What follows belongs to an exercise in optimizing a design on an open flow for small area; a production flow would make more cautious choices.
The RTL was checked by simulation tests, not by an equivalence proof against the original design.
Power and IR drop assume default switching activity.

==> flow/design.v (outline; a module is shown in full before it is edited, if it fits) <==
// module Scope_Overlay: 843 lines
module Scope_Overlay(
    input clk,
    input rst,
    input [11:0] VGA_HORZ_COORD,
    input [11:0] VGA_VERT_COORD,
    input [1:0] Color_Scheme,
    input Axis_On,
    input Grid_On,
    input Tick_On,
    input Wave_On,
    input Menu_Sw,
    input [23:0] Clock_Time,
    input [3:0] vol,
    input Scrolling_Sw,
    input scroll_step,
    input Condition_For_Cursor,
    input Condition_For_Cursor_Menu,
    input Condition_For_Cursor_Border,
    input Condition_For_Cursor_Text1,
    input Condition_For_Cursor_Text2,
    output [3:0] VGA_Red_Grid,
    output [3:0] VGA_Green_Grid,
    output [3:0] VGA_Blue_Grid
    );
  // ...
==> flow/flow/run.sh <==
#!/bin/bash
# Own layout flow: the standard ORFS flow, with one change in synthesis:
# the ABC script maps for area after a deeper logic optimisation (&deepsyn),
# and Yosys's full/half-adder extraction is skipped so that ABC sees all logic.
# Registers, names, flattening and renaming are those of the standard synthesis.
set -euo pipefail
W=$(pwd)
mkdir -p "$W/own_scripts"
cp -r "$FLOW_HOME/scripts/." "$W/own_scripts/"
cp "$W/flow/abc_area.script" "$W/own_scripts/abc_area.script"
bash "$W/standard.sh" finish SCRIPTS_DIR="$W/own_scripts" ADDER_MAP_FILE= > "$W/orfs_make.log" 2>&1
==> flow/flow/abc_area.script <==
strash
&get -n
&deepsyn -T 120
&put
dch
map -a
topo
==> flow/standard.sh <==
#!/bin/bash
# synth_recipe.tcl (not shown) runs the flow's synth.tcl, then flattens the netlist and writes it again
# the make line also repeats each setting of config.mk as NAME=value (left out here)
make -C /OpenROAD-flow-scripts/flow DESIGN_CONFIG=/design/flow/config.mk WORK_HOME=/design/flow/orfs CLKGATE_MAP_FILE= SYNTH_SCRIPT=/design/flow/synth_recipe.tcl "${@:-finish}"
==> flow/config.mk <==
export PLATFORM = sky130hd
export DESIGN_NAME = Scope_Overlay
export DESIGN_NICKNAME = Scope_Overlay
export VERILOG_FILES = /design/flow/design.v
export SDC_FILE = /design/flow/constraint.sdc
export NUM_CORES = 4
export LEC_CHECK = 0
export ABC_AREA = 1
export CAP_MARGIN = 20
export CORE_MARGIN = 2
export CORE_UTILIZATION = 55
export SLEW_MARGIN = 20
==> flow/constraint.sdc <==
create_clock -name core_clock -period 12.0 [get_ports {clk}]
set_input_delay 2.4000 -clock core_clock [delete_from_list [all_inputs] [get_ports {clk}]]
set_output_delay 2.4000 -clock core_clock [all_outputs]
set_load 0.01 [all_outputs]
==> metrics.md, run 1 <==
| Metric | Value |
|---|---|
| Avg Cell Area, Syn | 4.899 µm² |
| CTS Sinks | 23 |
| Die width | 108.2 µm |
| Mapped Area | 5972 µm² |
| Status | stopped before the end |
| Top_reg_cell synth | dfxtp_1 |
| Yosys warnings | 1 |
| Seq cells post-synth | 23 |
| Post-synth ARST share | 0% |
| Row count | 38 |
| Initial Util | 55.82% |
| Stop Error | [ERROR DPL-0038] Utilization greater than 100%, impossible to legalize |
| Hold-fix buffers, CTS | 0 |
| Worst slack, placed | -2488 ps |
| Max H-tree Level | 1 |
| EDFF count, synth | 0 |
| Num CTS Buffers | 3 |
| Die height | 108.2 µm |
| Largest cells by area after synthesis | nor2_1, clkinv_1, nand2_1 |
| Proportion of synthesized area in mux cells | 0% |
| I/O pin total | 80 |
| Most frequent cell after synthesis | nor2_1 |
| Post-Synth Simple-Gate Area | 44.96% |
| HPWL Detailed | 25070 µm |
| Synth Area in XOR/XNOR | 1.760% |
| Largest family of logic cells by synthesized area | simple AND/OR/NAND/NOR gates |
| Stage reached | 4_1_cts |
| Post-CTS repair timing setup buffer count | 105 |
| DP Cell Count | 1739 |
| I/O Buffers | 79 |
| Post-Synth Adder-Cell Area | 0% |
| Cells after synthesis | 1219 |
| Share of the synthesized area in the top cell type | 18.86% |
==> run 2, diff against run 1 <==
--- a/flow/design.v
+++ b/flow/design.v
@@ -21,21 +21,22 @@
     input Condition_For_Cursor_Text2,
     output [3:0] VGA_Red_Grid,
     output [3:0] VGA_Green_Grid,
     output [3:0] VGA_Blue_Grid
     );
     wire [11:0] X = VGA_HORZ_COORD;
     wire [11:0] Y = VGA_VERT_COORD;
     wire [10:0] b = Y[11:1];
-    reg [10:0] R;
+    reg [11:0] S;
     always @(posedge clk)
-        if (rst | (scroll_step & (R == 11'd0))) R <= 11'd1737;
-        else if (scroll_step) R <= R - 11'd1;
-    wire flag = (R >= 11'd1036);
+        if (rst | (scroll_step & (S == 12'd1090))) S <= 12'd3449;
+        else if (scroll_step) S <= S + 12'd1;
+    wire flag = S[11] | (S <= 12'd54);
+    wire [11:0] S2 = S + (flag ? 12'd1036 : 12'd3394);
     wire [3:0] region0;
     wire [2:0] r;
     reg [6:0] rowdec_t;
     always @*
         case (b[8:0])
             9'd7: rowdec_t = 7'd8;
             9'd8: rowdec_t = 7'd9;
             9'd9: rowdec_t = 7'd10;
@@ -108,336 +109,895 @@
             9'd502: rowdec_t = 7'd86;
             default: rowdec_t = 7'd0;
         endcase
     assign {region0, r} = rowdec_t;
     wire [3:0] region = (b[10:9] == 2'd0) ? region0 : 4'd0;
     wire ban = (region == 4'd1) | (region == 4'd2);
     wire xsel = (X >= 12'd1160);
     wire sw = (region == 4'd4) ? Axis_On : (region == 4'd5) ? Grid_On : (region == 4'd6) ? Tick_On : Wave_On;
-    wire [11:0] Km;
-    reg [11:0] Km_t;
-    always @*
-        case ({region, xsel})
-            5'd0: Km_t = 12'd3049;
-            5'd1: Km_t = 12'd3049;
-            5'd2: Km_t = 12'd3049;
-            5'd3: Km_t = 12'd3049;
-            5'd4: Km_t = 12'd3049;
-            5'd5: Km_t = 12'd3049;
-            5'd6: Km_t = 12'd2979;
-            5'd7: Km_t = 12'd2979;
-            5'd8: Km_t = 12'd2984;
-            5'd9: Km_t = 12'd2929;
-            5'd10: Km_t = 12'd2984;
-            5'd11: Km_t = 12'd2929;
-            5'd12: Km_t = 12'd2984;
-            5'd13: Km_t = 12'd2929;
-            5'd14: Km_t = 12'd2984;
-            5'd15: Km_t = 12'd2929;
-            5'd16: Km_t = 12'd2984;
-            5'd17: Km_t = 12'd2929;
-            5'd18: Km_t = 12'd3049;
-            5'd19: Km_t = 12'd3049;
-            5'd20: Km_t = 12'd3049;
-            5'd21: Km_t = 12'd3049;
-            5'd22: Km_t = 12'd3049;
-            5'd23: Km_t = 12'd3049;
-            5'd24: Km_t = 12'd3049;
-            5'd25: Km_t = 12'd3049;
-            5'd26: Km_t = 12'd3049;
-            5'd27: Km_t = 12'd3049;
-            5'd28: Km_t = 12'd3049;
-            5'd29: Km_t = 12'd3049;
-            5'd30: Km_t = 12'd3049;
-            5'd31: Km_t = 12'd3049;
-            default: Km_t = 12'd0;
-        endcase
-    assign Km = Km_t;
-    wire [11:0] Kb = (region == 4'd2) ? (flag ? 12'd2127 : 12'd389) : 12'd1091;
-    wire [11:0] T = ban ? ({1'b1, ~R} + Kb) : Km;
+    wire [11:0] T = b[8] ? ((b[7:6] == 2'b11) ? 12'd3049 : (b[7:4] == 4'b0100) ? 12'd2979 :
+                            xsel ? 12'd2929 : 12'd2984) :
+                   b[5] ? S2 : S;
     wire [11:0] P = {X[11:1], 1'b0} + T;
     wire pwin = (P[11:9] == 3'd0);
     wire [4:0] hi = P[8:4];
     wire [5:0] s = hi + P[3:0];
     wire [1:0] d = (s >= 6'd45) ? 2'd3 : (s >= 6'd30) ? 2'd2 : (s >= 6'd15) ? 2'd1 : 2'd0;
     wire [3:0] m = s - {d, 4'd0} + {4'd0, d};
-    wire [5:0] k = hi + d;
     wire [9:0] ctab;    
     reg [9:0] ctab_t;
     always @*
-        case ({region, xsel, sw, k})
-            12'd256: ctab_t = 10'd512;
-            12'd257: ctab_t = 10'd532;
-            12'd258: ctab_t = 10'd515;
-            12'd259: ctab_t = 10'd520;
-            12'd260: ctab_t = 10'd526;
-            12'd262: ctab_t = 10'd533;
-            12'd263: ctab_t = 10'd520;
-            12'd264: ctab_t = 10'd530;
-            12'd265: ctab_t = 10'd532;
-            12'd266: ctab_t = 10'd512;
-            12'd267: ctab_t = 10'd523;
-            12'd268: ctab_t = 10'd520;
-            12'd269: ctab_t = 10'd537;
-            12'd270: ctab_t = 10'd516;
-            12'd271: ctab_t = 10'd529;
-            12'd273: ctab_t = 10'd540;
-            12'd274: ctab_t = 10'd538;
-            12'd275: ctab_t = 10'd539;
-            12'd276: ctab_t = 10'd547;
-            12'd320: ctab_t = 10'd512;
-            12'd321: ctab_t = 10'd532;
-            12'd322: ctab_t = 10'd515;
-            12'd323: ctab_t = 10'd520;
-            12'd324: ctab_t = 10'd526;
-            12'd326: ctab_t = 10'd533;
-            12'd327: ctab_t = 10'd520;
-            12'd328: ctab_t = 10'd530;
-            12'd329: ctab_t = 10'd532;
-            12'd330: ctab_t = 10'd512;
-            12'd331: ctab_t = 10'd523;
-            12'd332: ctab_t = 10'd520;
-            12'd333: ctab_t = 10'd537;
-            12'd334: ctab_t = 10'd516;
-            12'd335: ctab_t = 10'd529;
-            12'd337: ctab_t = 10'd540;
-            12'd338: ctab_t = 10'd538;
-            12'd339: ctab_t = 10'd539;
-            12'd340: ctab_t = 10'd547;
-            12'd384: ctab_t = 10'd512;
-            12'd385: ctab_t = 10'd532;
-            12'd386: ctab_t = 10'd515;
-            12'd387: ctab_t = 10'd520;
-            12'd388: ctab_t = 10'd526;
-            12'd390: ctab_t = 10'd533;
-            12'd391: ctab_t = 10'd520;
-            12'd392: ctab_t = 10'd530;
-            12'd393: ctab_t = 10'd532;
-            12'd394: ctab_t = 10'd512;
-            12'd395: ctab_t = 10'd523;
-            12'd396: ctab_t = 10'd520;
-            12'd397: ctab_t = 10'd537;
-            12'd398: ctab_t = 10'd516;
-            12'd399: ctab_t = 10'd529;
-            12'd401: ctab_t = 10'd540;
-            12'd402: ctab_t = 10'd538;
-            12'd403: ctab_t = 10'd539;
-            12'd404: ctab_t = 10'd547;
-            12'd448: ctab_t = 10'd512;
-            12'd449: ctab_t = 10'd532;
-            12'd450: ctab_t = 10'd515;
-            12'd451: ctab_t = 10'd520;
-            12'd452: ctab_t = 10'd526;
-            12'd454: ctab_t = 10'd533;
-            12'd455: ctab_t = 10'd520;
-            12'd456: ctab_t = 10'd530;
-            12'd457: ctab_t = 10'd532;
-            12'd458: ctab_t = 10'd512;
-            12'd459: ctab_t = 10'd523;
-            12'd460: ctab_t = 10'd520;
-            12'd461: ctab_t = 10'd537;
-            12'd462: ctab_t = 10'd516;
-            12'd463: ctab_t = 10'd529;
-            12'd465: ctab_t = 10'd540;
-            12'd466: ctab_t = 10'd538;
-            12'd467: ctab_t = 10'd539;
-            12'd468: ctab_t = 10'd547;
-            12'd512: ctab_t = 10'd512;
-            12'd513: ctab_t = 10'd532;
-            12'd514: ctab_t = 10'd515;
-            12'd515: ctab_t = 10'd520;
-            12'd516: ctab_t = 10'd526;
-            12'd518: ctab_t = 10'd533;
-            12'd519: ctab_t = 10'd526;
-            12'd520: ctab_t = 10'd523;
-            12'd521: ctab_t = 10'd532;
-            12'd522: ctab_t = 10'd524;
-            12'd523: ctab_t = 10'd516;
-            12'd525: ctab_t = 10'd520;
-            12'd526: ctab_t = 10'd530;
-            12'd528: ctab_t = 10'd832;
-            12'd529: ctab_t = 10'd896;
-            12'd576: ctab_t = 10'd512;
-            12'd577: ctab_t = 10'd532;
-            12'd578: ctab_t = 10'd515;
-            12'd579: ctab_t = 10'd520;
-            12'd580: ctab_t = 10'd526;
-            12'd582: ctab_t = 10'd533;
-            12'd583: ctab_t = 10'd526;
-            12'd584: ctab_t = 10'd523;
-            12'd585: ctab_t = 10'd532;
-            12'd586: ctab_t = 10'd524;
-            12'd587: ctab_t = 10'd516;
-            12'd589: ctab_t = 10'd520;
-            12'd590: ctab_t = 10'd530;
-            12'd592: ctab_t = 10'd832;
-            12'd593: ctab_t = 10'd896;
-            12'd640: ctab_t = 10'd512;
-            12'd641: ctab_t = 10'd532;
-            12'd642: ctab_t = 10'd515;
-            12'd643: ctab_t = 10'd520;
-            12'd644: ctab_t = 10'd526;
-            12'd646: ctab_t = 10'd533;
-            12'd647: ctab_t = 10'd526;
-            12'd648: ctab_t = 10'd523;
-            12'd649: ctab_t = 10'd532;
-            12'd650: ctab_t = 10'd524;
-            12'd651: ctab_t = 10'd516;
-            12'd653: ctab_t = 10'd520;
-            12'd654: ctab_t = 10'd530;
-            12'd656: ctab_t = 10'd832;
-            12'd657: ctab_t = 10'd896;
-            12'd704: ctab_t = 10'd512;
-            12'd705: ctab_t = 10'd532;
-            12'd706: ctab_t = 10'd515;
-            12'd707: ctab_t = 10'd520;
-            12'd708: ctab_t = 10'd526;
-            12'd710: ctab_t = 10'd533;
-            12'd711: ctab_t = 10'd526;
-            12'd712: ctab_t = 10'd523;
-            12'd713: ctab_t = 10'd532;
-            12'd714: ctab_t = 10'd524;
-            12'd715: ctab_t = 10'd516;
-            12'd717: ctab_t = 10'd520;
-            12'd718: ctab_t = 10'd530;
-            12'd720: ctab_t = 10'd832;
-            12'd721: ctab_t = 10'd896;
-            12'd1024: ctab_t = 10'd526;
-            12'd1025: ctab_t = 10'd517;
-            12'd1026: ctab_t = 10'd517;
-            12'd1088: ctab_t = 10'd526;
-            12'd1089: ctab_t = 10'd525;
-            12'd1152: ctab_t = 10'd512;
-            12'd1153: ctab_t = 10'd535;
-            12'd1154: ctab_t = 10'd520;
-            12'd1155: ctab_t = 10'd530;
-            12'd1216: ctab_t = 10'd512;
-            12'd1217: ctab_t = 10'd535;
-            12'd1218: ctab_t = 10'd520;
-            12'd1219: ctab_t = 10'd530;
-            12'd1280: ctab_t = 10'd526;
-            12'd1281: ctab_t = 10'd517;
-            12'd1282: ctab_t = 10'd517;
-            12'd1344: ctab_t = 10'd526;
-            12'd1345: ctab_t = 10'd525;
-            12'd1408: ctab_t = 10'd518;
-            12'd1409: ctab_t = 10'd529;
-            12'd1410: ctab_t = 10'd520;
-            12'd1411: ctab_t = 10'd515;
-            12'd1472: ctab_t = 10'd518;
-            12'd1473: ctab_t = 10'd529;
-            12'd1474: ctab_t = 10'd520;
-            12'd1475: ctab_t = 10'd515;
-            12'd1536: ctab_t = 10'd526;
-            12'd1537: ctab_t = 10'd517;
-            12'd1538: ctab_t = 10'd517;
-            12'd1600: ctab_t = 10'd526;
-            12'd1601: ctab_t = 10'd525;
-            12'd1664: ctab_t = 10'd531;
-            12'd1665: ctab_t = 10'd520;
-            12'd1666: ctab_t = 10'd514;
-            12'd1667: ctab_t = 10'd522;
-            12'd1728: ctab_t = 10'd531;
-            12'd1729: ctab_t = 10'd520;
-            12'd1730: ctab_t = 10'd514;
-            12'd1731: ctab_t = 10'd522;
-            12'd1792: ctab_t = 10'd526;
-            12'd1793: ctab_t = 10'd517;
-            12'd1794: ctab_t = 10'd517;
-            12'd1856: ctab_t = 10'd526;
-            12'd1857: ctab_t = 10'd525;
-            12'd1920: ctab_t = 10'd534;
-            12'd1921: ctab_t = 10'd512;
-            12'd1922: ctab_t = 10'd533;
-            12'd1923: ctab_t = 10'd516;
-            12'd1984: ctab_t = 10'd534;
-            12'd1985: ctab_t = 10'd512;
-            12'd1986: ctab_t = 10'd533;
-            12'd1987: ctab_t = 10'd516;
-            12'd2048: ctab_t = 10'd526;
-            12'd2049: ctab_t = 10'd525;
-            12'd2112: ctab_t = 10'd526;
-            12'd2113: ctab_t = 10'd525;
-            12'd2176: ctab_t = 10'd520;
-            12'd2177: ctab_t = 10'd524;
-            12'd2178: ctab_t = 10'd513;
-            12'd2179: ctab_t = 10'd512;
-            12'd2240: ctab_t = 10'd520;
-            12'd2241: ctab_t = 10'd524;
-            12'd2242: ctab_t = 10'd513;
-            12'd2243: ctab_t = 10'd512;
-            12'd2304: ctab_t = 10'd516;
-            12'd2305: ctab_t = 10'd516;
-            12'd2306: ctab_t = 10'd540;
-            12'd2307: ctab_t = 10'd538;
-            12'd2308: ctab_t = 10'd540;
-            12'd2309: ctab_t = 10'd544;
-            12'd2311: ctab_t = 10'd527;
-            12'd2312: ctab_t = 10'd529;
-            12'd2313: ctab_t = 10'd526;
-            12'd2314: ctab_t = 10'd521;
-            12'd2315: ctab_t = 10'd516;
-            12'd2316: ctab_t = 10'd514;
-            12'd2317: ctab_t = 10'd531;
-            12'd2368: ctab_t = 10'd516;
-            12'd2369: ctab_t = 10'd516;
-            12'd2370: ctab_t = 10'd540;
-            12'd2371: ctab_t = 10'd538;
-            12'd2372: ctab_t = 10'd540;
-            12'd2373: ctab_t = 10'd544;
-            12'd2375: ctab_t = 10'd527;
-            12'd2376: ctab_t = 10'd529;
-            12'd2377: ctab_t = 10'd526;
-            12'd2378: ctab_t = 10'd521;
-            12'd2379: ctab_t = 10'd516;
-            12'd2380: ctab_t = 10'd514;
-            12'd2381: ctab_t = 10'd531;
-            12'd2432: ctab_t = 10'd516;
-            12'd2433: ctab_t = 10'd516;
-            12'd2434: ctab_t = 10'd540;
-            12'd2435: ctab_t = 10'd538;
-            12'd2436: ctab_t = 10'd540;
-            12'd2437: ctab_t = 10'd544;
-            12'd2439: ctab_t = 10'd527;
-            12'd2440: ctab_t = 10'd529;
-            12'd2441: ctab_t = 10'd526;
-            12'd2442: ctab_t = 10'd521;
-            12'd2443: ctab_t = 10'd516;
-            12'd2444: ctab_t = 10'd514;
-            12'd2445: ctab_t = 10'd531;
-            12'd2496: ctab_t = 10'd516;
-            12'd2497: ctab_t = 10'd516;
-            12'd2498: ctab_t = 10'd540;
-            12'd2499: ctab_t = 10'd538;
-            12'd2500: ctab_t = 10'd540;
-            12'd2501: ctab_t = 10'd544;
-            12'd2503: ctab_t = 10'd527;
-            12'd2504: ctab_t = 10'd529;
-            12'd2505: ctab_t = 10'd526;
-            12'd2506: ctab_t = 10'd521;
-            12'd2507: ctab_t = 10'd516;
-            12'd2508: ctab_t = 10'd514;
-            12'd2509: ctab_t = 10'd531;
-            12'd2560: ctab_t = 10'd576;
-            12'd2561: ctab_t = 10'd640;
-            12'd2563: ctab_t = 10'd704;
-            12'd2564: ctab_t = 10'd768;
-            12'd2624: ctab_t = 10'd576;
-            12'd2625: ctab_t = 10'd640;
-            12'd2627: ctab_t = 10'd704;
-            12'd2628: ctab_t = 10'd768;
-            12'd2688: ctab_t = 10'd576;
-            12'd2689: ctab_t = 10'd640;
-            12'd2691: ctab_t = 10'd704;
-            12'd2692: ctab_t = 10'd768;
-            12'd2752: ctab_t = 10'd576;
-            12'd2753: ctab_t = 10'd640;
-            12'd2755: ctab_t = 10'd704;
-            12'd2756: ctab_t = 10'd768;
+        case ({region, xsel, sw, hi, d})
+            13'd512: ctab_t = 10'd512;
+            13'd513: ctab_t = 10'd532;
+            13'd514: ctab_t = 10'd515;
+            13'd515: ctab_t = 10'd520;
+            13'd516: ctab_t = 10'd532;
+            13'd517: ctab_t = 10'd515;
+            13'd518: ctab_t = 10'd520;
+            13'd519: ctab_t = 10'd526;
+            13'd520: ctab_t = 10'd515;
+            13'd521: ctab_t = 10'd520;
+            13'd522: ctab_t = 10'd526;
+            13'd524: ctab_t = 10'd520;
+            13'd525: ctab_t = 10'd526;
+            13'd527: ctab_t = 10'd533;
+            13'd528: ctab_t = 10'd526;
+            13'd530: ctab_t = 10'd533;
+            13'd531: ctab_t = 10'd520;
+            13'd533: ctab_t = 10'd533;
+            13'd534: ctab_t = 10'd520;
+            13'd535: ctab_t = 10'd530;
+            13'd536: ctab_t = 10'd533;
+            13'd537: ctab_t = 10'd520;
+            13'd538: ctab_t = 10'd530;
+            13'd539: ctab_t = 10'd532;
+            13'd540: ctab_t = 10'd520;
+            13'd541: ctab_t = 10'd530;
+            13'd542: ctab_t = 10'd532;
+            13'd543: ctab_t = 10'd512;
+            13'd544: ctab_t = 10'd530;
+            13'd545: ctab_t = 10'd532;
+            13'd546: ctab_t = 10'd512;
+            13'd547: ctab_t = 10'd523;
+            13'd548: ctab_t = 10'd532;
+            13'd549: ctab_t = 10'd512;
+            13'd550: ctab_t = 10'd523;
+            13'd551: ctab_t = 10'd520;
+            13'd552: ctab_t = 10'd512;
+            13'd553: ctab_t = 10'd523;
+            13'd554: ctab_t = 10'd520;
+            13'd555: ctab_t = 10'd537;
+            13'd556: ctab_t = 10'd523;
+            13'd557: ctab_t = 10'd520;
+            13'd558: ctab_t = 10'd537;
+            13'd559: ctab_t = 10'd516;
+            13'd560: ctab_t = 10'd520;
+            13'd561: ctab_t = 10'd537;
+            13'd562: ctab_t = 10'd516;
+            13'd563: ctab_t = 10'd529;
+            13'd564: ctab_t = 10'd537;
+            13'd565: ctab_t = 10'd516;
+            13'd566: ctab_t = 10'd529;
+            13'd568: ctab_t = 10'd516;
+            13'd569: ctab_t = 10'd529;
+            13'd571: ctab_t = 10'd540;
+            13'd572: ctab_t = 10'd529;
+            13'd574: ctab_t = 10'd540;
+            13'd575: ctab_t = 10'd538;
+            13'd577: ctab_t = 10'd540;
+            13'd578: ctab_t = 10'd538;
+            13'd579: ctab_t = 10'd539;
+            13'd580: ctab_t = 10'd540;
+            13'd581: ctab_t = 10'd538;
+            13'd582: ctab_t = 10'd539;
+            13'd583: ctab_t = 10'd547;
+            13'd584: ctab_t = 10'd538;
+            13'd585: ctab_t = 10'd539;
+            13'd586: ctab_t = 10'd547;
+            13'd588: ctab_t = 10'd539;
+            13'd589: ctab_t = 10'd547;
+            13'd592: ctab_t = 10'd547;
+            13'd640: ctab_t = 10'd512;
+            13'd641: ctab_t = 10'd532;
+            13'd642: ctab_t = 10'd515;
+            13'd643: ctab_t = 10'd520;
+            13'd644: ctab_t = 10'd532;
+            13'd645: ctab_t = 10'd515;
+            13'd646: ctab_t = 10'd520;
+            13'd647: ctab_t = 10'd526;
+            13'd648: ctab_t = 10'd515;
+            13'd649: ctab_t = 10'd520;
+            13'd650: ctab_t = 10'd526;
+            13'd652: ctab_t = 10'd520;
+            13'd653: ctab_t = 10'd526;
+            13'd655: ctab_t = 10'd533;
+            13'd656: ctab_t = 10'd526;
+            13'd658: ctab_t = 10'd533;
+            13'd659: ctab_t = 10'd520;
+            13'd661: ctab_t = 10'd533;
+            13'd662: ctab_t = 10'd520;
+            13'd663: ctab_t = 10'd530;
+            13'd664: ctab_t = 10'd533;
+            13'd665: ctab_t = 10'd520;
+            13'd666: ctab_t = 10'd530;
+            13'd667: ctab_t = 10'd532;
+            13'd668: ctab_t = 10'd520;
+            13'd669: ctab_t = 10'd530;
+            13'd670: ctab_t = 10'd532;
+            13'd671: ctab_t = 10'd512;
+            13'd672: ctab_t = 10'd530;
+            13'd673: ctab_t = 10'd532;
+            13'd674: ctab_t = 10'd512;
+            13'd675: ctab_t = 10'd523;
+            13'd676: ctab_t = 10'd532;
+            13'd677: ctab_t = 10'd512;
+            13'd678: ctab_t = 10'd523;
+            13'd679: ctab_t = 10'd520;
+            13'd680: ctab_t = 10'd512;
+            13'd681: ctab_t = 10'd523;
+            13'd682: ctab_t = 10'd520;
+            13'd683: ctab_t = 10'd537;
+            13'd684: ctab_t = 10'd523;
+            13'd685: ctab_t = 10'd520;
+            13'd686: ctab_t = 10'd537;
+            13'd687: ctab_t = 10'd516;
+            13'd688: ctab_t = 10'd520;
+            13'd689: ctab_t = 10'd537;
+            13'd690: ctab_t = 10'd516;
+            13'd691: ctab_t = 10'd529;
+            13'd692: ctab_t = 10'd537;
+            13'd693: ctab_t = 10'd516;
+            13'd694: ctab_t = 10'd529;
+            13'd696: ctab_t = 10'd516;
+            13'd697: ctab_t = 10'd529;
+            13'd699: ctab_t = 10'd540;
+            13'd700: ctab_t = 10'd529;
+            13'd702: ctab_t = 10'd540;
+            13'd703: ctab_t = 10'd538;
+            13'd705: ctab_t = 10'd540;
+            13'd706: ctab_t = 10'd538;
+            13'd707: ctab_t = 10'd539;
+            13'd708: ctab_t = 10'd540;
+            13'd709: ctab_t = 10'd538;
+            13'd710: ctab_t = 10'd539;
+            13'd711: ctab_t = 10'd547;
+            13'd712: ctab_t = 10'd538;
+            13'd713: ctab_t = 10'd539;
+            13'd714: ctab_t = 10'd547;
+            13'd716: ctab_t = 10'd539;
+            13'd717: ctab_t = 10'd547;
+            13'd720: ctab_t = 10'd547;
+            13'd768: ctab_t = 10'd512;
+            13'd769: ctab_t = 10'd532;
+            13'd770: ctab_t = 10'd515;
+            13'd771: ctab_t = 10'd520;
+            13'd772: ctab_t = 10'd532;
+            13'd773: ctab_t = 10'd515;
+            13'd774: ctab_t = 10'd520;
+            13'd775: ctab_t = 10'd526;
+            13'd776: ctab_t = 10'd515;
+            13'd777: ctab_t = 10'd520;
+            13'd778: ctab_t = 10'd526;
+            13'd780: ctab_t = 10'd520;
+            13'd781: ctab_t = 10'd526;
+            13'd783: ctab_t = 10'd533;
+            13'd784: ctab_t = 10'd526;
+            13'd786: ctab_t = 10'd533;
+            13'd787: ctab_t = 10'd520;
+            13'd789: ctab_t = 10'd533;
+            13'd790: ctab_t = 10'd520;
+            13'd791: ctab_t = 10'd530;
+            13'd792: ctab_t = 10'd533;
+            13'd793: ctab_t = 10'd520;
+            13'd794: ctab_t = 10'd530;
+            13'd795: ctab_t = 10'd532;
+            13'd796: ctab_t = 10'd520;
+            13'd797: ctab_t = 10'd530;
+            13'd798: ctab_t = 10'd532;
+            13'd799: ctab_t = 10'd512;
+            13'd800: ctab_t = 10'd530;
+            13'd801: ctab_t = 10'd532;
+            13'd802: ctab_t = 10'd512;
+            13'd803: ctab_t = 10'd523;
+            13'd804: ctab_t = 10'd532;
+            13'd805: ctab_t = 10'd512;
+            13'd806: ctab_t = 10'd523;
+            13'd807: ctab_t = 10'd520;
+            13'd808: ctab_t = 10'd512;
+            13'd809: ctab_t = 10'd523;
+            13'd810: ctab_t = 10'd520;
+            13'd811: ctab_t = 10'd537;
+            13'd812: ctab_t = 10'd523;
+            13'd813: ctab_t = 10'd520;
+            13'd814: ctab_t = 10'd537;
+            13'd815: ctab_t = 10'd516;
+            13'd816: ctab_t = 10'd520;
+            13'd817: ctab_t = 10'd537;
+            13'd818: ctab_t = 10'd516;
+            13'd819: ctab_t = 10'd529;
+            13'd820: ctab_t = 10'd537;
+            13'd821: ctab_t = 10'd516;
+            13'd822: ctab_t = 10'd529;
+            13'd824: ctab_t = 10'd516;
+            13'd825: ctab_t = 10'd529;
+            13'd827: ctab_t = 10'd540;
+            13'd828: ctab_t = 10'd529;
+            13'd830: ctab_t = 10'd540;
+            13'd831: ctab_t = 10'd538;
+            13'd833: ctab_t = 10'd540;
+            13'd834: ctab_t = 10'd538;
+            13'd835: ctab_t = 10'd539;
+            13'd836: ctab_t = 10'd540;
+            13'd837: ctab_t = 10'd538;
+            13'd838: ctab_t = 10'd539;
+            13'd839: ctab_t = 10'd547;
+            13'd840: ctab_t = 10'd538;
+            13'd841: ctab_t = 10'd539;
+            13'd842: ctab_t = 10'd547;
+            13'd844: ctab_t = 10'd539;
+            13'd845: ctab_t = 10'd547;
+            13'd848: ctab_t = 10'd547;
+            13'd896: ctab_t = 10'd512;
+            13'd897: ctab_t = 10'd532;
+            13'd898: ctab_t = 10'd515;
+            13'd899: ctab_t = 10'd520;
+            13'd900: ctab_t = 10'd532;
+            13'd901: ctab_t = 10'd515;
+            13'd902: ctab_t = 10'd520;
+            13'd903: ctab_t = 10'd526;
+            13'd904: ctab_t = 10'd515;
+            13'd905: ctab_t = 10'd520;
+            13'd906: ctab_t = 10'd526;
+            13'd908: ctab_t = 10'd520;
+            13'd909: ctab_t = 10'd526;
+            13'd911: ctab_t = 10'd533;
+            13'd912: ctab_t = 10'd526;
+            13'd914: ctab_t = 10'd533;
+            13'd915: ctab_t = 10'd520;
+            13'd917: ctab_t = 10'd533;
+            13'd918: ctab_t = 10'd520;
+            13'd919: ctab_t = 10'd530;
+            13'd920: ctab_t = 10'd533;
+            13'd921: ctab_t = 10'd520;
+            13'd922: ctab_t = 10'd530;
+            13'd923: ctab_t = 10'd532;
+            13'd924: ctab_t = 10'd520;
+            13'd925: ctab_t = 10'd530;
+            13'd926: ctab_t = 10'd532;
+            13'd927: ctab_t = 10'd512;
+            13'd928: ctab_t = 10'd530;
+            13'd929: ctab_t = 10'd532;
+            13'd930: ctab_t = 10'd512;
+            13'd931: ctab_t = 10'd523;
+            13'd932: ctab_t = 10'd532;
+            13'd933: ctab_t = 10'd512;
+            13'd934: ctab_t = 10'd523;
+            13'd935: ctab_t = 10'd520;
+            13'd936: ctab_t = 10'd512;
+            13'd937: ctab_t = 10'd523;
+            13'd938: ctab_t = 10'd520;
+            13'd939: ctab_t = 10'd537;
+            13'd940: ctab_t = 10'd523;
+            13'd941: ctab_t = 10'd520;
+            13'd942: ctab_t = 10'd537;
+            13'd943: ctab_t = 10'd516;
+            13'd944: ctab_t = 10'd520;
+            13'd945: ctab_t = 10'd537;
+            13'd946: ctab_t = 10'd516;
+            13'd947: ctab_t = 10'd529;
+            13'd948: ctab_t = 10'd537;
+            13'd949: ctab_t = 10'd516;
+            13'd950: ctab_t = 10'd529;
+            13'd952: ctab_t = 10'd516;
+            13'd953: ctab_t = 10'd529;
+            13'd955: ctab_t = 10'd540;
+            13'd956: ctab_t = 10'd529;
+            13'd958: ctab_t = 10'd540;
+            13'd959: ctab_t = 10'd538;
+            13'd961: ctab_t = 10'd540;
+            13'd962: ctab_t = 10'd538;
+            13'd963: ctab_t = 10'd539;
+            13'd964: ctab_t = 10'd540;
+            13'd965: ctab_t = 10'd538;
+            13'd966: ctab_t = 10'd539;
+            13'd967: ctab_t = 10'd547;
+            13'd968: ctab_t = 10'd538;
+            13'd969: ctab_t = 10'd539;
+            13'd970: ctab_t = 10'd547;
+            13'd972: ctab_t = 10'd539;
+            13'd973: ctab_t = 10'd547;
+            13'd976: ctab_t = 10'd547;
+            13'd1024: ctab_t = 10'd512;
+            13'd1025: ctab_t = 10'd532;
+            13'd1026: ctab_t = 10'd515;
+            13'd1027: ctab_t = 10'd520;
+            13'd1028: ctab_t = 10'd532;
+            13'd1029: ctab_t = 10'd515;
+            13'd1030: ctab_t = 10'd520;
+            13'd1031: ctab_t = 10'd526;
+            13'd1032: ctab_t = 10'd515;
+            13'd1033: ctab_t = 10'd520;
+            13'd1034: ctab_t = 10'd526;
+            13'd1036: ctab_t = 10'd520;
+            13'd1037: ctab_t = 10'd526;
+            13'd1039: ctab_t = 10'd533;
+            13'd1040: ctab_t = 10'd526;
+            13'd1042: ctab_t = 10'd533;
+            13'd1043: ctab_t = 10'd526;
+            13'd1045: ctab_t = 10'd533;
+            13'd1046: ctab_t = 10'd526;
+            13'd1047: ctab_t = 10'd523;
+            13'd1048: ctab_t = 10'd533;
+            13'd1049: ctab_t = 10'd526;
+            13'd1050: ctab_t = 10'd523;
+            13'd1051: ctab_t = 10'd532;
+            13'd1052: ctab_t = 10'd526;
+            13'd1053: ctab_t = 10'd523;
+            13'd1054: ctab_t = 10'd532;
+            13'd1055: ctab_t = 10'd524;
+            13'd1056: ctab_t = 10'd523;
+            13'd1057: ctab_t = 10'd532;
+            13'd1058: ctab_t = 10'd524;
+            13'd1059: ctab_t = 10'd516;
+            13'd1060: ctab_t = 10'd532;
+            13'd1061: ctab_t = 10'd524;
+            13'd1062: ctab_t = 10'd516;
+            13'd1064: ctab_t = 10'd524;
+            13'd1065: ctab_t = 10'd516;
+            13'd1067: ctab_t = 10'd520;
+            13'd1068: ctab_t = 10'd516;
+            13'd1070: ctab_t = 10'd520;
+            13'd1071: ctab_t = 10'd530;
+            13'd1073: ctab_t = 10'd520;
+            13'd1074: ctab_t = 10'd530;
+            13'd1076: ctab_t = 10'd520;
+            13'd1077: ctab_t = 10'd530;
+            13'd1079: ctab_t = 10'd832;
+            13'd1080: ctab_t = 10'd530;
+            13'd1082: ctab_t = 10'd832;
+            13'd1083: ctab_t = 10'd896;
+            13'd1085: ctab_t = 10'd832;
+            13'd1086: ctab_t = 10'd896;
+            13'd1088: ctab_t = 10'd832;
+            13'd1089: ctab_t = 10'd896;
+            13'd1092: ctab_t = 10'd896;
+            13'd1152: ctab_t = 10'd512;
+            13'd1153: ctab_t = 10'd532;
+            13'd1154: ctab_t = 10'd515;
+            13'd1155: ctab_t = 10'd520;
+            13'd1156: ctab_t = 10'd532;
+            13'd1157: ctab_t = 10'd515;
+            13'd1158: ctab_t = 10'd520;
+            13'd1159: ctab_t = 10'd526;
+            13'd1160: ctab_t = 10'd515;
+            13'd1161: ctab_t = 10'd520;
+            13'd1162: ctab_t = 10'd526;
+            13'd1164: ctab_t = 10'd520;
+            13'd1165: ctab_t = 10'd526;
+            13'd1167: ctab_t = 10'd533;
+            13'd1168: ctab_t = 10'd526;
+            13'd1170: ctab_t = 10'd533;
+            13'd1171: ctab_t = 10'd526;
+            13'd1173: ctab_t = 10'd533;
+            13'd1174: ctab_t = 10'd526;
+            13'd1175: ctab_t = 10'd523;
+            13'd1176: ctab_t = 10'd533;
+            13'd1177: ctab_t = 10'd526;
+            13'd1178: ctab_t = 10'd523;
+            13'd1179: ctab_t = 10'd532;
+            13'd1180: ctab_t = 10'd526;
+            13'd1181: ctab_t = 10'd523;
+            13'd1182: ctab_t = 10'd532;
+            13'd1183: ctab_t = 10'd524;
+            13'd1184: ctab_t = 10'd523;
+            13'd1185: ctab_t = 10'd532;
+            13'd1186: ctab_t = 10'd524;
+            13'd1187: ctab_t = 10'd516;
+            13'd1188: ctab_t = 10'd532;
+            13'd1189: ctab_t = 10'd524;
+            13'd1190: ctab_t = 10'd516;
+            13'd1192: ctab_t = 10'd524;
+            13'd1193: ctab_t = 10'd516;
+            13'd1195: ctab_t = 10'd520;
+            13'd1196: ctab_t = 10'd516;
+            13'd1198: ctab_t = 10'd520;
+            13'd1199: ctab_t = 10'd530;
+            13'd1201: ctab_t = 10'd520;
+            13'd1202: ctab_t = 10'd530;
+            13'd1204: ctab_t = 10'd520;
+            13'd1205: ctab_t = 10'd530;
+            13'd1207: ctab_t = 10'd832;
+            13'd1208: ctab_t = 10'd530;
+            13'd1210: ctab_t = 10'd832;
+            13'd1211: ctab_t = 10'd896;
+            13'd1213: ctab_t = 10'd832;
+            13'd1214: ctab_t = 10'd896;
+            13'd1216: ctab_t = 10'd832;
+            13'd1217: ctab_t = 10'd896;
+            13'd1220: ctab_t = 10'd896;
+            13'd1280: ctab_t = 10'd512;
+            13'd1281: ctab_t = 10'd532;
+            13'd1282: ctab_t = 10'd515;
+            13'd1283: ctab_t = 10'd520;
+            13'd1284: ctab_t = 10'd532;
+            13'd1285: ctab_t = 10'd515;
+            13'd1286: ctab_t = 10'd520;
+            13'd1287: ctab_t = 10'd526;
+            13'd1288: ctab_t = 10'd515;
+            13'd1289: ctab_t = 10'd520;
+            13'd1290: ctab_t = 10'd526;
+            13'd1292: ctab_t = 10'd520;
+            13'd1293: ctab_t = 10'd526;
+            13'd1295: ctab_t = 10'd533;
+            13'd1296: ctab_t = 10'd526;
+            13'd1298: ctab_t = 10'd533;
+            13'd1299: ctab_t = 10'd526;
+            13'd1301: ctab_t = 10'd533;
+            13'd1302: ctab_t = 10'd526;
+            13'd1303: ctab_t = 10'd523;
+            13'd1304: ctab_t = 10'd533;
+            13'd1305: ctab_t = 10'd526;
+            13'd1306: ctab_t = 10'd523;
+            13'd1307: ctab_t = 10'd532;
+            13'd1308: ctab_t = 10'd526;
+            13'd1309: ctab_t = 10'd523;
+            13'd1310: ctab_t = 10'd532;
+            13'd1311: ctab_t = 10'd524;
+            13'd1312: ctab_t = 10'd523;
+            13'd1313: ctab_t = 10'd532;
+            13'd1314: ctab_t = 10'd524;
+            13'd1315: ctab_t = 10'd516;
+            13'd1316: ctab_t = 10'd532;
+            13'd1317: ctab_t = 10'd524;
+            13'd1318: ctab_t = 10'd516;
+            13'd1320: ctab_t = 10'd524;
+            13'd1321: ctab_t = 10'd516;
+            13'd1323: ctab_t = 10'd520;
+            13'd1324: ctab_t = 10'd516;
+            13'd1326: ctab_t = 10'd520;
+            13'd1327: ctab_t = 10'd530;
+            13'd1329: ctab_t = 10'd520;
+            13'd1330: ctab_t = 10'd530;
+            13'd1332: ctab_t = 10'd520;
+            13'd1333: ctab_t = 10'd530;
+            13'd1335: ctab_t = 10'd832;
+            13'd1336: ctab_t = 10'd530;
+            13'd1338: ctab_t = 10'd832;
+            13'd1339: ctab_t = 10'd896;
+            13'd1341: ctab_t = 10'd832;
+            13'd1342: ctab_t = 10'd896;
+            13'd1344: ctab_t = 10'd832;
+            13'd1345: ctab_t = 10'd896;
+            13'd1348: ctab_t = 10'd896;
+            13'd1408: ctab_t = 10'd512;
+            13'd1409: ctab_t = 10'd532;
+            13'd1410: ctab_t = 10'd515;
+            13'd1411: ctab_t = 10'd520;
+            13'd1412: ctab_t = 10'd532;
+            13'd1413: ctab_t = 10'd515;
+            13'd1414: ctab_t = 10'd520;
+            13'd1415: ctab_t = 10'd526;
+            13'd1416: ctab_t = 10'd515;
+            13'd1417: ctab_t = 10'd520;
+            13'd1418: ctab_t = 10'd526;
+            13'd1420: ctab_t = 10'd520;
+            13'd1421: ctab_t = 10'd526;
+            13'd1423: ctab_t = 10'd533;
+            13'd1424: ctab_t = 10'd526;
+            13'd1426: ctab_t = 10'd533;
+            13'd1427: ctab_t = 10'd526;
+            13'd1429: ctab_t = 10'd533;
+            13'd1430: ctab_t = 10'd526;
+            13'd1431: ctab_t = 10'd523;
+            13'd1432: ctab_t = 10'd533;
+            13'd1433: ctab_t = 10'd526;
+            13'd1434: ctab_t = 10'd523;
+            13'd1435: ctab_t = 10'd532;
+            13'd1436: ctab_t = 10'd526;
+            13'd1437: ctab_t = 10'd523;
+            13'd1438: ctab_t = 10'd532;
+            13'd1439: ctab_t = 10'd524;
+            13'd1440: ctab_t = 10'd523;
+            13'd1441: ctab_t = 10'd532;
+            13'd1442: ctab_t = 10'd524;
+            13'd1443: ctab_t = 10'd516;
+            13'd1444: ctab_t = 10'd532;
+            13'd1445: ctab_t = 10'd524;
+            13'd1446: ctab_t = 10'd516;
+            13'd1448: ctab_t = 10'd524;
+            13'd1449: ctab_t = 10'd516;
+            13'd1451: ctab_t = 10'd520;
+            13'd1452: ctab_t = 10'd516;
+            13'd1454: ctab_t = 10'd520;
+            13'd1455: ctab_t = 10'd530;
+            13'd1457: ctab_t = 10'd520;
+            13'd1458: ctab_t = 10'd530;
+            13'd1460: ctab_t = 10'd520;
+            13'd1461: ctab_t = 10'd530;
+            13'd1463: ctab_t = 10'd832;
+            13'd1464: ctab_t = 10'd530;
+            13'd1466: ctab_t = 10'd832;
+            13'd1467: ctab_t = 10'd896;
+            13'd1469: ctab_t = 10'd832;
+            13'd1470: ctab_t = 10'd896;
+            13'd1472: ctab_t = 10'd832;
+            13'd1473: ctab_t = 10'd896;
+            13'd1476: ctab_t = 10'd896;
+            13'd2048: ctab_t = 10'd526;
+            13'd2049: ctab_t = 10'd517;
+            13'd2050: ctab_t = 10'd517;
+            13'd2052: ctab_t = 10'd517;
+            13'd2053: ctab_t = 10'd517;
+            13'd2056: ctab_t = 10'd517;
+            13'd2176: ctab_t = 10'd526;
+            13'd2177: ctab_t = 10'd525;
+            13'd2180: ctab_t = 10'd525;
+            13'd2304: ctab_t = 10'd512;
+            13'd2305: ctab_t = 10'd535;
+            13'd2306: ctab_t = 10'd520;
+            13'd2307: ctab_t = 10'd530;
+            13'd2308: ctab_t = 10'd535;
+            13'd2309: ctab_t = 10'd520;
+            13'd2310: ctab_t = 10'd530;
+            13'd2312: ctab_t = 10'd520;
+            13'd2313: ctab_t = 10'd530;
+            13'd2316: ctab_t = 10'd530;
+            13'd2432: ctab_t = 10'd512;
+            13'd2433: ctab_t = 10'd535;
+            13'd2434: ctab_t = 10'd520;
+            13'd2435: ctab_t = 10'd530;
+            13'd2436: ctab_t = 10'd535;
+            13'd2437: ctab_t = 10'd520;
+            13'd2438: ctab_t = 10'd530;
+            13'd2440: ctab_t = 10'd520;
+            13'd2441: ctab_t = 10'd530;
+            13'd2444: ctab_t = 10'd530;
+            13'd2560: ctab_t = 10'd526;
+            13'd2561: ctab_t = 10'd517;
+            13'd2562: ctab_t = 10'd517;
+            13'd2564: ctab_t = 10'd517;
+            13'd2565: ctab_t = 10'd517;
+            13'd2568: ctab_t = 10'd517;
+            13'd2688: ctab_t = 10'd526;
+            13'd2689: ctab_t = 10'd525;
+            13'd2692: ctab_t = 10'd525;
+            13'd2816: ctab_t = 10'd518;
+            13'd2817: ctab_t = 10'd529;
+            13'd2818: ctab_t = 10'd520;
+            13'd2819: ctab_t = 10'd515;
+            13'd2820: ctab_t = 10'd529;
+            13'd2821: ctab_t = 10'd520;
+            13'd2822: ctab_t = 10'd515;
+            13'd2824: ctab_t = 10'd520;
+            13'd2825: ctab_t = 10'd515;
+            13'd2828: ctab_t = 10'd515;
+            13'd2944: ctab_t = 10'd518;
+            13'd2945: ctab_t = 10'd529;
+            13'd2946: ctab_t = 10'd520;
+            13'd2947: ctab_t = 10'd515;
+            13'd2948: ctab_t = 10'd529;
+            13'd2949: ctab_t = 10'd520;
+            13'd2950: ctab_t = 10'd515;
+            13'd2952: ctab_t = 10'd520;
+            13'd2953: ctab_t = 10'd515;
+            13'd2956: ctab_t = 10'd515;
+            13'd3072: ctab_t = 10'd526;
+            13'd3073: ctab_t = 10'd517;
+            13'd3074: ctab_t = 10'd517;
+            13'd3076: ctab_t = 10'd517;
+            13'd3077: ctab_t = 10'd517;
+            13'd3080: ctab_t = 10'd517;
+            13'd3200: ctab_t = 10'd526;
+            13'd3201: ctab_t = 10'd525;
+            13'd3204: ctab_t = 10'd525;
+            13'd3328: ctab_t = 10'd531;
+            13'd3329: ctab_t = 10'd520;
+            13'd3330: ctab_t = 10'd514;
+            13'd3331: ctab_t = 10'd522;
+            13'd3332: ctab_t = 10'd520;
+            13'd3333: ctab_t = 10'd514;
+            13'd3334: ctab_t = 10'd522;
+            13'd3336: ctab_t = 10'd514;
+            13'd3337: ctab_t = 10'd522;
+            13'd3340: ctab_t = 10'd522;
+            13'd3456: ctab_t = 10'd531;
+            13'd3457: ctab_t = 10'd520;
+            13'd3458: ctab_t = 10'd514;
+            13'd3459: ctab_t = 10'd522;
+            13'd3460: ctab_t = 10'd520;
+            13'd3461: ctab_t = 10'd514;
+            13'd3462: ctab_t = 10'd522;
+            13'd3464: ctab_t = 10'd514;
+            13'd3465: ctab_t = 10'd522;
+            13'd3468: ctab_t = 10'd522;
+            13'd3584: ctab_t = 10'd526;
+            13'd3585: ctab_t = 10'd517;
+            13'd3586: ctab_t = 10'd517;
+            13'd3588: ctab_t = 10'd517;
+            13'd3589: ctab_t = 10'd517;
+            13'd3592: ctab_t = 10'd517;
+            13'd3712: ctab_t = 10'd526;
+            13'd3713: ctab_t = 10'd525;
+            13'd3716: ctab_t = 10'd525;
+            13'd3840: ctab_t = 10'd534;
+            13'd3841: ctab_t = 10'd512;
+            13'd3842: ctab_t = 10'd533;
+            13'd3843: ctab_t = 10'd516;
+            13'd3844: ctab_t = 10'd512;
+            13'd3845: ctab_t = 10'd533;
+            13'd3846: ctab_t = 10'd516;
+            13'd3848: ctab_t = 10'd533;
+            13'd3849: ctab_t = 10'd516;
+            13'd3852: ctab_t = 10'd516;
+            13'd3968: ctab_t = 10'd534;
+            13'd3969: ctab_t = 10'd512;
+            13'd3970: ctab_t = 10'd533;
+            13'd3971: ctab_t = 10'd516;
+            13'd3972: ctab_t = 10'd512;
+            13'd3973: ctab_t = 10'd533;
+            13'd3974: ctab_t = 10'd516;
+            13'd3976: ctab_t = 10'd533;
+            13'd3977: ctab_t = 10'd516;
+            13'd3980: ctab_t = 10'd516;
+            13'd4096: ctab_t = 10'd526;
+            13'd4097: ctab_t = 10'd525;
+            13'd4100: ctab_t = 10'd525;
+            13'd4224: ctab_t = 10'd526;
+            13'd4225: ctab_t = 10'd525;
+            13'd4228: ctab_t = 10'd525;
+            13'd4352: ctab_t = 10'd520;
+            13'd4353: ctab_t = 10'd524;
+            13'd4354: ctab_t = 10'd513;
+            13'd4355: ctab_t = 10'd512;
+            13'd4356: ctab_t = 10'd524;
+            13'd4357: ctab_t = 10'd513;
+            13'd4358: ctab_t = 10'd512;
+            13'd4360: ctab_t = 10'd513;
+            13'd4361: ctab_t = 10'd512;
+            13'd4364: ctab_t = 10'd512;
+            13'd4480: ctab_t = 10'd520;
+            13'd4481: ctab_t = 10'd524;
+            13'd4482: ctab_t = 10'd513;
+            13'd4483: ctab_t = 10'd512;
+            13'd4484: ctab_t = 10'd524;
+            13'd4485: ctab_t = 10'd513;
+            13'd4486: ctab_t = 10'd512;
+            13'd4488: ctab_t = 10'd513;
+            13'd4489: ctab_t = 10'd512;
+            13'd4492: ctab_t = 10'd512;
+            13'd4608: ctab_t = 10'd516;
+            13'd4609: ctab_t = 10'd516;
+            13'd4610: ctab_t = 10'd540;
+            13'd4611: ctab_t = 10'd538;
+            13'd4612: ctab_t = 10'd516;
+            13'd4613: ctab_t = 10'd540;
+            13'd4614: ctab_t = 10'd538;
+            13'd4615: ctab_t = 10'd540;
+            13'd4616: ctab_t = 10'd540;
+            13'd4617: ctab_t = 10'd538;
+            13'd4618: ctab_t = 10'd540;
+            13'd4619: ctab_t = 10'd544;
+            13'd4620: ctab_t = 10'd538;
+            13'd4621: ctab_t = 10'd540;
+            13'd4622: ctab_t = 10'd544;
+            13'd4624: ctab_t = 10'd540;
+            13'd4625: ctab_t = 10'd544;
+            13'd4627: ctab_t = 10'd527;
+            13'd4628: ctab_t = 10'd544;
+            13'd4630: ctab_t = 10'd527;
+            13'd4631: ctab_t = 10'd529;
+            13'd4633: ctab_t = 10'd527;
+            13'd4634: ctab_t = 10'd529;
+            13'd4635: ctab_t = 10'd526;
+            13'd4636: ctab_t = 10'd527;
+            13'd4637: ctab_t = 10'd529;
+            13'd4638: ctab_t = 10'd526;
+            13'd4639: ctab_t = 10'd521;
+            13'd4640: ctab_t = 10'd529;
+            13'd4641: ctab_t = 10'd526;
+            13'd4642: ctab_t = 10'd521;
+            13'd4643: ctab_t = 10'd516;
+            13'd4644: ctab_t = 10'd526;
+            13'd4645: ctab_t = 10'd521;
+            13'd4646: ctab_t = 10'd516;
+            13'd4647: ctab_t = 10'd514;
+            13'd4648: ctab_t = 10'd521;
+            13'd4649: ctab_t = 10'd516;
+            13'd4650: ctab_t = 10'd514;
+            13'd4651: ctab_t = 10'd531;
+            13'd4652: ctab_t = 10'd516;
+            13'd4653: ctab_t = 10'd514;
+            13'd4654: ctab_t = 10'd531;
+            13'd4656: ctab_t = 10'd514;
+            13'd4657: ctab_t = 10'd531;
+            13'd4660: ctab_t = 10'd531;
+            13'd4736: ctab_t = 10'd516;
+            13'd4737: ctab_t = 10'd516;
+            13'd4738: ctab_t = 10'd540;
+            13'd4739: ctab_t = 10'd538;
+            13'd4740: ctab_t = 10'd516;
+            13'd4741: ctab_t = 10'd540;
+            13'd4742: ctab_t = 10'd538;
+            13'd4743: ctab_t = 10'd540;
+            13'd4744: ctab_t = 10'd540;
+            13'd4745: ctab_t = 10'd538;
+            13'd4746: ctab_t = 10'd540;
+            13'd4747: ctab_t = 10'd544;
+            13'd4748: ctab_t = 10'd538;
+            13'd4749: ctab_t = 10'd540;
+            13'd4750: ctab_t = 10'd544;
+            13'd4752: ctab_t = 10'd540;
+            13'd4753: ctab_t = 10'd544;
+            13'd4755: ctab_t = 10'd527;
+            13'd4756: ctab_t = 10'd544;
+            13'd4758: ctab_t = 10'd527;
+            13'd4759: ctab_t = 10'd529;
+            13'd4761: ctab_t = 10'd527;
+            13'd4762: ctab_t = 10'd529;
+            13'd4763: ctab_t = 10'd526;
+            13'd4764: ctab_t = 10'd527;
+            13'd4765: ctab_t = 10'd529;
+            13'd4766: ctab_t = 10'd526;
+            13'd4767: ctab_t = 10'd521;
+            13'd4768: ctab_t = 10'd529;
+            13'd4769: ctab_t = 10'd526;
+            13'd4770: ctab_t = 10'd521;
+            13'd4771: ctab_t = 10'd516;
+            13'd4772: ctab_t = 10'd526;
+            13'd4773: ctab_t = 10'd521;
+            13'd4774: ctab_t = 10'd516;
+            13'd4775: ctab_t = 10'd514;
+            13'd4776: ctab_t = 10'd521;
+            13'd4777: ctab_t = 10'd516;
+            13'd4778: ctab_t = 10'd514;
+            13'd4779: ctab_t = 10'd531;
+            13'd4780: ctab_t = 10'd516;
+            13'd4781: ctab_t = 10'd514;
+            13'd4782: ctab_t = 10'd531;
+            13'd4784: ctab_t = 10'd514;
+            13'd4785: ctab_t = 10'd531;
+            13'd4788: ctab_t = 10'd531;
+            13'd4864: ctab_t = 10'd516;
+            13'd4865: ctab_t = 10'd516;
+            13'd4866: ctab_t = 10'd540;
+            13'd4867: ctab_t = 10'd538;
+            13'd4868: ctab_t = 10'd516;
+            13'd4869: ctab_t = 10'd540;
+            13'd4870: ctab_t = 10'd538;
+            13'd4871: ctab_t = 10'd540;
+            13'd4872: ctab_t = 10'd540;
+            13'd4873: ctab_t = 10'd538;
+            13'd4874: ctab_t = 10'd540;
+            13'd4875: ctab_t = 10'd544;
+            13'd4876: ctab_t = 10'd538;
+            13'd4877: ctab_t = 10'd540;
+            13'd4878: ctab_t = 10'd544;
+            13'd4880: ctab_t = 10'd540;
+            13'd4881: ctab_t = 10'd544;
+            13'd4883: ctab_t = 10'd527;
+            13'd4884: ctab_t = 10'd544;
+            13'd4886: ctab_t = 10'd527;
+            13'd4887: ctab_t = 10'd529;
+            13'd4889: ctab_t = 10'd527;
+            13'd4890: ctab_t = 10'd529;
+            13'd4891: ctab_t = 10'd526;
+            13'd4892: ctab_t = 10'd527;
+            13'd4893: ctab_t = 10'd529;
+            13'd4894: ctab_t = 10'd526;
+            13'd4895: ctab_t = 10'd521;
+            13'd4896: ctab_t = 10'd529;
+            13'd4897: ctab_t = 10'd526;
+            13'd4898: ctab_t = 10'd521;
+            13'd4899: ctab_t = 10'd516;
+            13'd4900: ctab_t = 10'd526;
+            13'd4901: ctab_t = 10'd521;
+            13'd4902: ctab_t = 10'd516;
+            13'd4903: ctab_t = 10'd514;
+            13'd4904: ctab_t = 10'd521;
+            13'd4905: ctab_t = 10'd516;
+            13'd4906: ctab_t = 10'd514;
+            13'd4907: ctab_t = 10'd531;
+            13'd4908: ctab_t = 10'd516;
+            13'd4909: ctab_t = 10'd514;
+            13'd4910: ctab_t = 10'd531;
+            13'd4912: ctab_t = 10'd514;
+            13'd4913: ctab_t = 10'd531;
+            13'd4916: ctab_t = 10'd531;
+            13'd4992: ctab_t = 10'd516;
+            13'd4993: ctab_t = 10'd516;
+            13'd4994: ctab_t = 10'd540;
+            13'd4995: ctab_t = 10'd538;
+            13'd4996: ctab_t = 10'd516;
+            13'd4997: ctab_t = 10'd540;
+            13'd4998: ctab_t = 10'd538;
+            13'd4999: ctab_t = 10'd540;
+            13'd5000: ctab_t = 10'd540;
+            13'd5001: ctab_t = 10'd538;
+            13'd5002: ctab_t = 10'd540;
+            13'd5003: ctab_t = 10'd544;
+            13'd5004: ctab_t = 10'd538;
+            13'd5005: ctab_t = 10'd540;
+            13'd5006: ctab_t = 10'd544;
+            13'd5008: ctab_t = 10'd540;
+            13'd5009: ctab_t = 10'd544;
+            13'd5011: ctab_t = 10'd527;
+            13'd5012: ctab_t = 10'd544;
+            13'd5014: ctab_t = 10'd527;
+            13'd5015: ctab_t = 10'd529;
+            13'd5017: ctab_t = 10'd527;
+            13'd5018: ctab_t = 10'd529;
+            13'd5019: ctab_t = 10'd526;
+            13'd5020: ctab_t = 10'd527;
+            13'd5021: ctab_t = 10'd529;
+            13'd5022: ctab_t = 10'd526;
+            13'd5023: ctab_t = 10'd521;
+            13'd5024: ctab_t = 10'd529;
+            13'd5025: ctab_t = 10'd526;
+            13'd5026: ctab_t = 10'd521;
+            13'd5027: ctab_t = 10'd516;
+            13'd5028: ctab_t = 10'd526;
+            13'd5029: ctab_t = 10'd521;
+            13'd5030: ctab_t = 10'd516;
+            13'd5031: ctab_t = 10'd514;
+            13'd5032: ctab_t = 10'd521;
+            13'd5033: ctab_t = 10'd516;
+            13'd5034: ctab_t = 10'd514;
+            13'd5035: ctab_t = 10'd531;
+            13'd5036: ctab_t = 10'd516;
+            13'd5037: ctab_t = 10'd514;
+            13'd5038: ctab_t = 10'd531;
+            13'd5040: ctab_t = 10'd514;
+            13'd5041: ctab_t = 10'd531;
+            13'd5044: ctab_t = 10'd531;
+            13'd5120: ctab_t = 10'd576;
+            13'd5121: ctab_t = 10'd640;
+            13'd5123: ctab_t = 10'd704;
+            13'd5124: ctab_t = 10'd640;
+            13'd5126: ctab_t = 10'd704;
+            13'd5127: ctab_t = 10'd768;
+            13'd5129: ctab_t = 10'd704;
+            13'd5130: ctab_t = 10'd768;
+            13'd5132: ctab_t = 10'd704;
+            13'd5133: ctab_t = 10'd768;
+            13'd5136: ctab_t = 10'd768;
+            13'd5248: ctab_t = 10'd576;
+            13'd5249: ctab_t = 10'd640;
+            13'd5251: ctab_t = 10'd704;
+            13'd5252: ctab_t = 10'd640;
+            13'd5254: ctab_t = 10'd704;
+            13'd5255: ctab_t = 10'd768;
+            13'd5257: ctab_t = 10'd704;
+            13'd5258: ctab_t = 10'd768;
+            13'd5260: ctab_t = 10'd704;
+            13'd5261: ctab_t = 10'd768;
+            13'd5264: ctab_t = 10'd768;
+            13'd5376: ctab_t = 10'd576;
+            13'd5377: ctab_t = 10'd640;
+            13'd5379: ctab_t = 10'd704;
+            13'd5380: ctab_t = 10'd640;
+            13'd5382: ctab_t = 10'd704;
+            13'd5383: ctab_t = 10'd768;
+            13'd5385: ctab_t = 10'd704;
+            13'd5386: ctab_t = 10'd768;
+            13'd5388: ctab_t = 10'd704;
+            13'd5389: ctab_t = 10'd768;
+            13'd5392: ctab_t = 10'd768;
+            13'd5504: ctab_t = 10'd576;
+            13'd5505: ctab_t = 10'd640;
+            13'd5507: ctab_t = 10'd704;
+            13'd5508: ctab_t = 10'd640;
+            13'd5510: ctab_t = 10'd704;
+            13'd5511: ctab_t = 10'd768;
+            13'd5513: ctab_t = 10'd704;
+            13'd5514: ctab_t = 10'd768;
+            13'd5516: ctab_t = 10'd704;
+            13'd5517: ctab_t = 10'd768;
+            13'd5520: ctab_t = 10'd768;
             default: ctab_t = 10'd0;
         endcase
     assign ctab = ctab_t;
     wire [9:0] l0;      
     reg [9:0] l0_t;
     always @*
         case (P[6:0])
             7'd0: l0_t = 10'd524;
@@ -803,17 +1363,19 @@
             9'd287: frow_t = 8'd60;
             default: frow_t = 8'd0;
         endcase
     assign frow = frow_t;
     wire pix = frow[c] & tv;
     wire t_b1 = pix & (region == 4'd1) & Scrolling_Sw;
     wire t_b2 = pix & (region == 4'd2) & Scrolling_Sw;
     wire t_menu = pix & ~ban & Menu_Sw;
-    wire x20 = (X[1:0] == 2'd0) & ((X[11:2] % 10'd5) == 10'd0);
+    wire [5:0] x5s = X[5:2] + X[9:6] + X[11:10];    
+    wire x20 = (X[1:0] == 2'd0) & ((x5s == 6'd0) | (x5s == 6'd5) | (x5s == 6'd10) | (x5s == 6'd15) |
+                                   (x5s == 6'd20) | (x5s == 6'd25) | (x5s == 6'd30));
     wire x80 = x20 & (X[3:2] == 2'd0);
     wire y16 = (Y[3:0] == 4'd0);
     wire y64 = y16 & (Y[5:4] == 2'd0);
     wire c_axis = ((X == 12'd640) | (Y == 12'd512)) & Axis_On;
     wire c_grid = (x80 | y64) & Grid_On;
     wire c_tick = (((Y > 12'd502) & (Y < 12'd522) & x20) | ((X > 12'd634) & (X < 12'd646) & y16) |
                    (y16 & x80) | (y64 & x20)) & Tick_On;
     wire inbox = (X >= 12'd1040) & (Y >= 12'd640) & Menu_Sw;
==> flow/flow/run.sh (replaced) <==
#!/bin/bash
# Own layout flow: the standard ORFS flow with two changes.
# 1. Synthesis: the ABC script runs a deeper logic optimisation (&deepsyn) and
#    maps with a delay target, and Yosys's adder extraction is skipped so that
#    ABC sees all of the logic. Registers, names, flattening and renaming are
#    those of the standard synthesis.
# 2. Port buffers are sky130_fd_sc_hd__buf_1 cells.
set -euo pipefail
W=$(pwd)
mkdir -p "$W/own_scripts"
cp -r "$FLOW_HOME/scripts/." "$W/own_scripts/"
cp "$W/flow/abc_area.script" "$W/own_scripts/abc_area.script"
bash "$W/standard.sh" finish SCRIPTS_DIR="$W/own_scripts" ADDER_MAP_FILE= \
    BUFFER_PORTS_ARGS="-buffer_cell sky130_fd_sc_hd__buf_1" > "$W/orfs_make.log" 2>&1
==> flow/flow/abc_area.script (replaced) <==
strash
&get -n
&deepsyn -T 60
&put
dch
map -D 7000
topo
--- a/flow/config.mk
+++ b/flow/config.mk
@@ -4,9 +4,10 @@
 export VERILOG_FILES = /design/flow/design.v
 export SDC_FILE = /design/flow/constraint.sdc
 export NUM_CORES = 4
 export LEC_CHECK = 0
 export ABC_AREA = 1
 export CAP_MARGIN = 20
 export CORE_MARGIN = 2
 export CORE_UTILIZATION = 55
+export GPL_TIMING_DRIVEN = 0
 export SLEW_MARGIN = 20
==> metrics.md, run 2 <==
| Metric | Value |
|---|---|
| Placed Area | 5705 µm² (was 9676 µm²) |
| Seq cells post-synth | 24 (was 23) |
| Synth-to-layout area growth | 16.09% |
| Hold Fails Final Rpt | 0 |
| Initial antenna violation count | 0 |
| Remaining DRCs | 0 |
| Final wirelength | 20330 µm |
| I/O Buffers | 79 (unchanged) |
| Slew @ Worst Pin | 1018 ps |
| Largest area contributor in the netlist | nor2_1 (unchanged) |
| Hold WC Path Type | register to register |
| Placer Congestion | 1.068 (was 1.295) |
| Yosys warnings | 1 (unchanged) |
| Mapped Area | 5248 µm² (was 5972 µm²) |
| Fillers | 943 |
| Critical path capture point type | register |
| WS Path Type | input port to register |
| Largest regs | S x12, col x12 |
| WP data required | 12170 ps |
| DRT iter0 DRCs | 795 |
| Worst path max stage delay | 370 ps |
| Sequential share of power | 17.4% |
| Largest cells by area after synthesis | nor2_1, clkinv_1, nand2_1 (unchanged) |
| Worst-path clk slew | 90 ps |
| Initial Util | 56.79% (was 55.82%) |
| Top_reg_cell synth | dfxtp_1 (unchanged) |
| Switching component of the power | 0.2638 mW |
| Share of the synthesized area in the top cell type | 15.74% (was 18.86%) |
| Longest Clk Path Bufs | 2 (unchanged) |
| Crit-path most repeated cell | nand2_1 |
| Rel. slew slack | 31.62% |
| Avg Cell Area, Syn | 5.031 µm² (was 4.899 µm²) |
| Cells after synthesis | 1043 (was 1219) |
| Die height | 101.7 µm (was 108.2 µm) |
| Most frequent cells in the layout | nor2_1, nand2_1, clkinv_1, a21oi_1 |
| WL/cell | 16.00 µm |
| EDFF count, synth | 0 (unchanged) |
| Internal power | 0.2312 mW |
| I/O pin total | 80 (unchanged) |
| CTS Sinks | 24 (was 23) |
| Number of global-route vias before repair | 6787 |
| Status | no timing/DRC/antenna violations (was stopped before the end) |
| DP Cell Count | 1251 (was 1739) |
| # setup viols final | 0 |
| Layout Skew | 5.564 ps |
| Post-synth ARST share | 0% (unchanged) |
| Antenna-violating nets left | 0 |
| Sw Share | 53.29% |
| HPWL Detailed | 15780 µm (was 25070 µm) |
| GRT overflow | 0 |
| VDD IR max | 0.00008318 V |
| Most frequent cell after synthesis | nor2_1 (unchanged) |
| Global-route usage over all layers | 37.69% |
| Die ar. | 10340 µm² |
| Fmax | 0.08753 GHz |
| Setup TNS | 0 ps |
| CP max FO | 17 |
| TritonCTS clock tree | yes |
| Share of layout cells above drive strength 1 | 7.800% |
| Vias per cell | 6.184 |
| Die width | 101.7 µm (was 108.2 µm) |
| Synth unique cells | 38 (was 45) |
| Max H-tree Level | 1 (unchanged) |
| Num CTS Buffers | 3 (unchanged) |
| Max Slew Vio Count | 0 |
| Row count | 35 (was 38) |
| # nets final | 1210 |
| Routed via count | 7854 |
| Clk root buf | clkbuf_8 (unchanged) |
| Post-synthesis sequential area ratio | 9.156% (was 7.710%) |
| Worst path arrival time | 11590 ps |
[run 2: cell types whose count changed after synthesis, moves of 5 or more]
cell,change
nor2_1,-80
clkinv_1,-49
nand3_1,-24
o21ai_0,-11
nor3_1,-9
a22oi_1,+6
a31oi_1,-6
a2111oi_0,-5
[run 2: path summary, 6_finish.rpt]
kind / start / to / slack [ps] / cells after the start
worst max-delay path: VGA_VERT_COORD[9] / col[9]$_SDFF_PP1_ / 580 / 62
worst min-delay path: S[11]$_SDFFE_PP1P_ / S[11]$_SDFFE_PP1P_ / 540 / 1
worst max register to register: S[3]$_SDFFE_PP1P_ / col[9]$_SDFF_PP1_ / 2050 / 64
worst min register to register: S[11]$_SDFFE_PP1P_ / S[11]$_SDFFE_PP1P_ / 540 / 1
[run 2: layer usage]
layer	vias up	part of all wire, %	global-route usage, %
met5	-	0	0
met3	116	12	4.624
met1	3390	40	50.33
met2	585	43	61.59
met4	0	5.0	14.97
li1	3763	-	-
[run 2: cells by family (layout without fill, tap and decap cells)]
family,count (synthesis),after routing,synth area share (%)
AOI/OAI and AO/OA,274,274,31.86
xor gates and xnor gates,16,16,2.671
buffers and inverters,194,291,13.88
DFF,24,24,9.156
and+or+nand+nor,535,536,42.44
[run 2: repair_timing]
item / in CTS / in global routing
resized for setup: 19 / 47
gates cloned: 0 / 1
setup endpoints to repair: 12 / 12
hold buffers: 0 / 0
pin swaps: 1 / 3
buffers inserted: 1 / 13
[run 2: worst max-delay path, delay by kind of cell]
| family | cells | cell delay (ps) |
|---|---|---|
| buffers and inverters | 9 | 1440 |
| AO/OA/AOI/OAI | 17 | 2570 |
| AND/OR/NAND/NOR | 36 | 5150 |
[run 2: per-stage QoR]
| stage | hold slack (ps) | setup WS [ps] | power (mW) | util (%) |
|---|---|---|---|---|
| global placement | 528.4 | -2619 | 0.3828 | 61.75 |
| CTS | 540.6 | 31.67 | 0.4559 | 63.17 |
| global route | 553.1 | -118.5 | 0.5277 | 65.93 |
| finish | 539.4 | 575.6 | 0.4949 | 65.93 |
| floorplan | 478.9 | 985.5 | 0.3006 | - |
| detailed placement | 519.4 | -2385 | 0.3802 | 61.75 |
[run 2: final cells by class]
class                           instances  area, µm²  share of cell area, %
Clock buffer                            3      41.29                 0.6778
Inverter                              194      748.2                  12.28
Multi-Input combinational cell        826       4223                  69.32
Tap cell                              129      161.4                  2.649
Timing Repair Buffer                   93      407.9                  6.695
Sequential cell                        24      480.5                  7.887
Clock inverter                          1      30.03                 0.4929
[run 2: power groups by stage]
| stage | Sequential (mW) | Combinational (mW) | Clock (mW) |
|---|---|---|---|
| after floorplan | 0.0895 | 0.211 | 0 |
| after global placement | 0.0879 | 0.295 | 0 |
| after detailed placement | 0.0879 | 0.292 | 0 |
| after CTS | 0.0861 | 0.297 | 0.0727 |
| after global routing | 0.0866 | 0.367 | 0.0744 |
| final | 0.0861 | 0.337 | 0.0716 |

==> static timing again, ports no longer ideal <==
In the flow no input, the clock included, has a driving cell. The finished layout below was timed again as built, in two steps. Step 1: set_driving_cell puts a clkbuf_16 on clk and a buf_2 on each other input, an assumption about the parent block. Step 2 also shifts input and output timing later by t, the mid clock arrival at the registers, as if the neighbouring blocks saw the same clock. Three values: ideal ports, drivers, drivers and shift; two values: the first two.
run: run 2
shift t [ns]: 0.302
setup slack, ns: 0.576 / 0.582 / 0.280
After both steps setup and hold are still met in run 2.
